From an optimization exercise on the open Yosys and OpenROAD flow, aimed at small area, a short achievable clock period and few clock cycles; shortcuts taken in it are not production practice.
RTL that was checked went through simulation tests only; none was proved equivalent to the original.

Setup of job 241:
==> flow/design.v <==
`default_nettype none
module my_chip (
    input  logic [11:0] io_in,
    output logic [11:0] io_out,
    input  logic clock,
    input  logic reset
);
    localparam [11:0] BUBBLE = 12'h300;  
    logic [11:0] cmd;         
    logic [9:0]  rpc;         
    logic [11:0] xi;          
    logic [11:0] xa, xb;      
    logic        zf, pf;      
    logic [11:0] rf [0:15];   
    assign io_out = cmd;
    logic x_add, x_sub, x_and, x_or, x_xor, x_shl, x_shr, x_sra, x_not, x_li;
    logic x_we, x_fwe;
    wire [3:0] xop = xi[11:8];
    wire [3:0] xrd = xi[7:4];
    wire x_load  = (xop == 4'b0001);
    logic x_jdone;            
    wire x_jump  = (xop == 4'b0010) & ~x_jdone;
    wire x_store = (xop[3:1] == 3'b011);
    wire x_halt  = (xop == 4'b0000);
    logic [11:0] xa_rev, sh_in, sh_out, sh_rev;
    always_comb begin
        for (int i = 0; i < 12; i++) xa_rev[i] = xa[11 - i];
    end
    assign sh_in = x_shl ? xa_rev : xa;
    wire sh_fill = x_sra & xa[11];
    wire big = |xb[11:4] | (xb[3:0] >= 4'd12);
    wire [23:0] sh_w = {{12{sh_fill}}, sh_in} >> xb[3:0];
    always_comb begin
        sh_out = sh_w[11:0];
        if (big) sh_out = {12{sh_fill}};
        for (int i = 0; i < 12; i++) sh_rev[i] = sh_out[11 - i];
    end
    wire [11:0] add_a = xa ^ {12{x_sub}};
    wire [11:0] sum = add_a + xb + {11'b0, x_sub};
    wire [11:0] res = ({12{x_add | x_sub}} & sum)
                    | ({12{x_and}} & (xa & xb))
                    | ({12{x_or}}  & (xa | xb))
                    | ({12{x_xor}} & (xa ^ xb))
                    | ({12{x_shl}} & sh_rev)
                    | ({12{x_shr}} & sh_out)
                    | ({12{x_not}} & ~xb)
                    | ({12{x_li}}  & {8'b0, xi[3:0]});
    wire [11:0] ab_x = xa ^ xb;
    wire z_add = (ab_x == {xa[10:0] | xb[10:0], 1'b0});  
    wire z_and = ((xa & xb) == 12'b0);
    wire z_or  = ((xa | xb) == 12'b0);
    wire z_xor = (ab_x == 12'b0);
    wire z_not = (xb == 12'hFFF);
    wire z_sh  = (sh_out == 12'b0);
    wire res_z = (x_add & z_add) | ((x_sub | x_xor) & z_xor) | (x_and & z_and)
               | (x_or & z_or) | (x_not & z_not) | ((x_shl | x_shr) & z_sh);
    wire res_p = ~res[11] & ~res_z;
    wire zn = x_fwe ? res_z : zf;
    wire pn = x_fwe ? res_p : pf;
    wire fetch = cmd[11] & ~cmd[10] & ~x_load & ~x_jump;
    wire [3:0] iop = io_in[11:8];
    wire [3:0] ird = io_in[7:4];
    wire [3:0] irs = io_in[3:0];
    wire i_load  = (iop == 4'b0001);
    wire i_store = (iop[3:1] == 3'b011);
    wire i_halt  = (iop == 4'b0000);
    wire i_jump  = (iop == 4'b0010);
    wire i_br    = (iop == 4'b0011);
    wire [11:0] ra = (x_we && xrd == ird) ? res : rf[ird];
    wire [11:0] rb = (x_we && xrd == irs) ? res : rf[irs];
    wire br_taken = i_br & (io_in[7] ? pn : zn);
    wire [9:0] fa  = cmd[9:0];
    wire [9:0] fa1 = fa + 10'd1;
    wire [6:0] bg = fa1[6:0] & io_in[6:0];
    wire [6:0] bp = fa1[6:0] ^ io_in[6:0];
    wire [6:0] g1, p1, g2, p2, g3;
    genvar k;
    generate
        for (k = 0; k < 7; k++) begin : pfx
            if (k % 2 == 1) begin
                assign g1[k] = bg[k] | (bp[k] & bg[k-1]);
                assign p1[k] = bp[k] & bp[k-1];
            end else begin
                assign g1[k] = bg[k];
                assign p1[k] = bp[k];
            end
            if (k % 4 >= 2) begin
                assign g2[k] = g1[k] | (p1[k] & g1[(k/4)*4+1]);
                assign p2[k] = p1[k] & p1[(k/4)*4+1];
            end else begin
                assign g2[k] = g1[k];
                assign p2[k] = p1[k];
            end
            if (k >= 4) assign g3[k] = g2[k] | (p2[k] & g2[3]);
            else        assign g3[k] = g2[k];
        end
    endgenerate
    wire [6:0] lo = bp ^ {g3[5:0], 1'b0};
    wire c7 = g3[6];
    wire [2:0] hi_p = fa1[9:7] + 3'd1;
    wire [2:0] hi_m = fa1[9:7] - 3'd1;
    wire [2:0] hi = c7 ? (io_in[6] ? fa1[9:7] : hi_p)
                       : (io_in[6] ? hi_m : fa1[9:7]);
    wire [9:0] br_t = {hi, lo};
    wire [9:0] jp_t = rpc + xa[9:0];
    wire [9:0] jp_li = fa1 + {6'b0, xi[3:0]};
    wire jump_fwd = i_jump & x_li & (xrd == ird);
    wire f_ldst = fetch & (i_load | i_store);
    wire f_brt  = fetch & br_taken;
    logic [11:0] cmd_e;      
    always_comb begin
        if (fetch)
            cmd_e = i_halt ? {2'b11, 10'b0} : {2'b10, (jump_fwd ? jp_li : fa1)};
        else if (x_halt)
            cmd_e = cmd;
        else if (x_store & ~cmd[10])
            cmd_e = {2'b01, 3'b000, xop[0], (xop[0] ? xa[11:6] : xa[5:0])};
        else if (x_jump)
            cmd_e = {2'b10, jp_t};
        else  
            cmd_e = {2'b10, rpc};
    end
    wire [11:0] cmd_n = f_ldst ? {~i_store, 1'b0, rb[9:0]}
                      : f_brt  ? {2'b10, br_t}
                      : cmd_e;
    wire [9:0]  rpc_n = fetch ? fa1 : rpc;
    wire [11:0] xi_n  = fetch ? io_in : (x_halt ? xi : BUBBLE);
    always_ff @(posedge clock or posedge reset) begin
        if (reset) begin
            cmd <= {2'b10, 10'd0};
            x_jdone <= 1'b0;
            rpc <= 10'd0;
            xi  <= BUBBLE;
            zf  <= 1'b0;
            pf  <= 1'b0;
        end else begin
            cmd <= cmd_n;
            x_jdone <= fetch & jump_fwd;
            rpc <= rpc_n;
            xi  <= xi_n;
            zf  <= zn;
            pf  <= pn;
        end
    end
    always_ff @(posedge clock) begin
        xa <= ra;
        xb <= rb;
    end
    wire [3:0] nop_ = xi_n[11:8];
    always_ff @(posedge clock or posedge reset) begin
        if (reset) begin
            {x_add, x_sub, x_and, x_or, x_xor, x_shl, x_shr, x_sra, x_not, x_li, x_we, x_fwe} <= '0;
        end else begin
            x_add <= (nop_ == 4'b1000);
            x_sub <= (nop_ == 4'b1001);
            x_and <= (nop_ == 4'b1010);
            x_or  <= (nop_ == 4'b1011);
            x_xor <= (nop_ == 4'b1100);
            x_shl <= (nop_ == 4'b1101);
            x_shr <= (nop_[3:1] == 3'b111);
            x_sra <= (nop_ == 4'b1111);
            x_not <= (nop_ == 4'b0101);
            x_li  <= (nop_ == 4'b0100);
            x_we  <= nop_[3] | (nop_[3:1] == 3'b010);
            x_fwe <= (nop_[3] | (nop_ == 4'b0101)) & (xi_n != 12'hB11);
        end
    end
    wire rf_we = x_we | x_load;
    wire [11:0] rf_wd = x_load ? io_in : res;
    always_ff @(posedge clock or posedge reset) begin
        if (reset) begin
            for (int i = 0; i < 16; i++) rf[i] <= 12'b0;
        end else if (rf_we) begin
            rf[xrd] <= rf_wd;
        end
    end
endmodule
`default_nettype wire
Settings: LEC_CHECK=0, ABC_AREA=1, CAP_MARGIN=20, CORE_MARGIN=2, CORE_UTILIZATION=40, CTS_BUF_LIST=sky130_fd_sc_hd__clkbuf_4 sky130_fd_sc_hd__clkbuf_8, CTS_CLUSTER_SIZE=25, SETUP_SLACK_MARGIN=5.0, SLEW_MARGIN=20, TNS_END_PERCENT=0; clock period 8.0 ns.
run.sh (not shown) runs the stock make flow with config.mk's settings and CLKGATE_MAP_FILE= SYNTH_SCRIPT=/design/flow/synth_recipe.tcl, a recipe that flattens the netlist after the stock synthesis.
Testbench counts of job 241, summed over its fixed seeds: cycles 139,326.
Relative to job 241, the following input files were edited for job 274:
-- flow/design.v --
<<< job 241, line 19
    wire [3:0] xrd = xi[7:4];
    wire x_load  = (xop == 4'b0001);
    logic x_jdone;            
    wire x_jump  = (xop == 4'b0010) & ~x_jdone;
    wire x_store = (xop[3:1] == 3'b011);
    wire x_halt  = (xop == 4'b0000);
>>> job 274, line 19
    wire [3:0] xrd = xi[7:4];
    wire x_load  = (xop == 4'b0001);
    wire x_jump  = (xop == 4'b0010);
    wire x_store = (xop[3:1] == 3'b011);
    wire x_halt  = (xop == 4'b0000);
<<< job 241, line 47
                    | ({12{x_li}}  & {8'b0, xi[3:0]});
    wire [11:0] ab_x = xa ^ xb;
    wire z_add = (ab_x == {xa[10:0] | xb[10:0], 1'b0});  
    wire z_and = ((xa & xb) == 12'b0);
    wire z_or  = ((xa | xb) == 12'b0);
>>> job 274, line 46
                    | ({12{x_li}}  & {8'b0, xi[3:0]});
    wire [11:0] ab_x = xa ^ xb;
    wire z_as  = ((add_a ^ xb) == {add_a[10:0] | xb[10:0], x_sub});
    wire z_and = ((xa & xb) == 12'b0);
    wire z_or  = ((xa | xb) == 12'b0);
<<< job 241, line 53
    wire z_not = (xb == 12'hFFF);
    wire z_sh  = (sh_out == 12'b0);
    wire res_z = (x_add & z_add) | ((x_sub | x_xor) & z_xor) | (x_and & z_and)
               | (x_or & z_or) | (x_not & z_not) | ((x_shl | x_shr) & z_sh);
    wire res_p = ~res[11] & ~res_z;
>>> job 274, line 52
    wire z_not = (xb == 12'hFFF);
    wire z_sh  = (sh_out == 12'b0);
    wire res_z = ((x_add | x_sub) & z_as) | (x_xor & z_xor) | (x_and & z_and)
               | (x_or & z_or) | (x_not & z_not) | ((x_shl | x_shr) & z_sh);
    wire res_p = ~res[11] & ~res_z;
<<< job 241, line 106
    wire [9:0] jp_li = fa1 + {6'b0, xi[3:0]};
    wire jump_fwd = i_jump & x_li & (xrd == ird);
    wire f_ldst = fetch & (i_load | i_store);
    wire f_brt  = fetch & br_taken;
    logic [11:0] cmd_e;      
    always_comb begin
        if (fetch)
            cmd_e = i_halt ? {2'b11, 10'b0} : {2'b10, (jump_fwd ? jp_li : fa1)};
        else if (x_halt)
            cmd_e = cmd;
        else if (x_store & ~cmd[10])
            cmd_e = {2'b01, 3'b000, xop[0], (xop[0] ? xa[11:6] : xa[5:0])};
        else if (x_jump)
            cmd_e = {2'b10, jp_t};
        else  
            cmd_e = {2'b10, rpc};
    end
    wire [11:0] cmd_n = f_ldst ? {~i_store, 1'b0, rb[9:0]}
                      : f_brt  ? {2'b10, br_t}
                      : cmd_e;
    wire [9:0]  rpc_n = fetch ? fa1 : rpc;
    wire [11:0] xi_n  = fetch ? io_in : (x_halt ? xi : BUBBLE);
    always_ff @(posedge clock or posedge reset) begin
        if (reset) begin
            cmd <= {2'b10, 10'd0};
            x_jdone <= 1'b0;
            rpc <= 10'd0;
            xi  <= BUBBLE;
>>> job 274, line 105
    wire [9:0] jp_li = fa1 + {6'b0, xi[3:0]};
    wire jump_fwd = i_jump & x_li & (xrd == ird);
    logic [11:0] cmd_n;
    logic [9:0]  rpc_n;
    logic [11:0] xi_n;
    always_comb begin
        cmd_n = cmd;
        rpc_n = rpc;
        xi_n  = BUBBLE;
        if (fetch) begin
            xi_n = io_in;
            rpc_n = fa1;
            if (i_load)       cmd_n = {2'b10, rb[9:0]};
            else if (i_store) cmd_n = {2'b00, rb[9:0]};
            else if (i_halt)  cmd_n = {2'b11, 10'b0};
            else if (jump_fwd) begin
                cmd_n = {2'b10, jp_li};
                xi_n  = BUBBLE;
            end
            else if (i_jump)  cmd_n = {2'b10, fa1};
            else if (br_taken) cmd_n = {2'b10, br_t};
            else               cmd_n = {2'b10, fa1};
        end else if (x_halt) begin
            xi_n = xi;
        end else if (x_store & ~cmd[10]) begin
            cmd_n = {2'b01, 3'b000, xop[0], (xop[0] ? xa[11:6] : xa[5:0])};
        end else if (x_jump) begin
            cmd_n = {2'b10, jp_t};
        end else begin  
            cmd_n = {2'b10, rpc};
        end
    end
    always_ff @(posedge clock or posedge reset) begin
        if (reset) begin
            cmd <= {2'b10, 10'd0};
            rpc <= 10'd0;
            xi  <= BUBBLE;
<<< job 241, line 136
        end else begin
            cmd <= cmd_n;
            x_jdone <= fetch & jump_fwd;
            rpc <= rpc_n;
            xi  <= xi_n;
>>> job 274, line 144
        end else begin
            cmd <= cmd_n;
            rpc <= rpc_n;
            xi  <= xi_n;
[summary]
- The run showing the smaller met1 track demand over resource in global routing is job 274.
- For the post-synthesis to final-layout area growth, job 274 came in 1.3 points lower than job 241 did.
- On first-iteration DRC count: between job 274 and job 241, it ends up lower for job 241.
- io_in[0] as the launching instance or port of the critical path was reported by job 241, and io_in[4] by job 274.
- Job 241 → job 274: maximum resistive drop on vdd decreased 16%, count of hold buffers inserted by post-cts repair essentially unchanged, flip-flop and latch count decreased 1.
- Re adder and majority cell fraction of the synthesized area: job 274 is 0.82 points up on job 241.
- Taking job 241 as 1.0, job 274 lands at 0.78 on largest net degree at the start of global routing.
- Delta (job 274 minus job 241): cell area fell by 210 um^2, die area level.
For job 274, only the layout was checked, not whether the RTL still works.

==> afterwards: timing with drivers on the ports <==
Ports are ideal in the flow. The routed layouts listed here were re-timed in OpenROAD. Step 1, drivers: a clkbuf_16 drives clock and a buf_2 each remaining input, both assumed. Step 2 adds t to the input delays and takes it off the output delays; t is the mean of the earliest and latest rising clock arrival at the registers after step 1. Input paths then give back, and output paths get back, about the clock's delay inside the block. a / b / c = ideal / step 1 / step 2; a / b = the first two.
| run | t, ns | setup slack, ns | worst setup path at the end | clock arrival spread, ns |
|---|---|---|---|---|
| job 241 | 0.661 | 4.739 / 4.705 / 4.096 | input to register | 0.033 / 0.033 |
| job 274 | 0.661 | 4.433 / 4.438 / 3.777 | input to register | 0.029 / 0.029 |
After both steps every run listed still meets setup and hold. The setup slack of job 274, which loses most, moves by +0.005 ns with the drivers and by -0.656 ns with both steps.
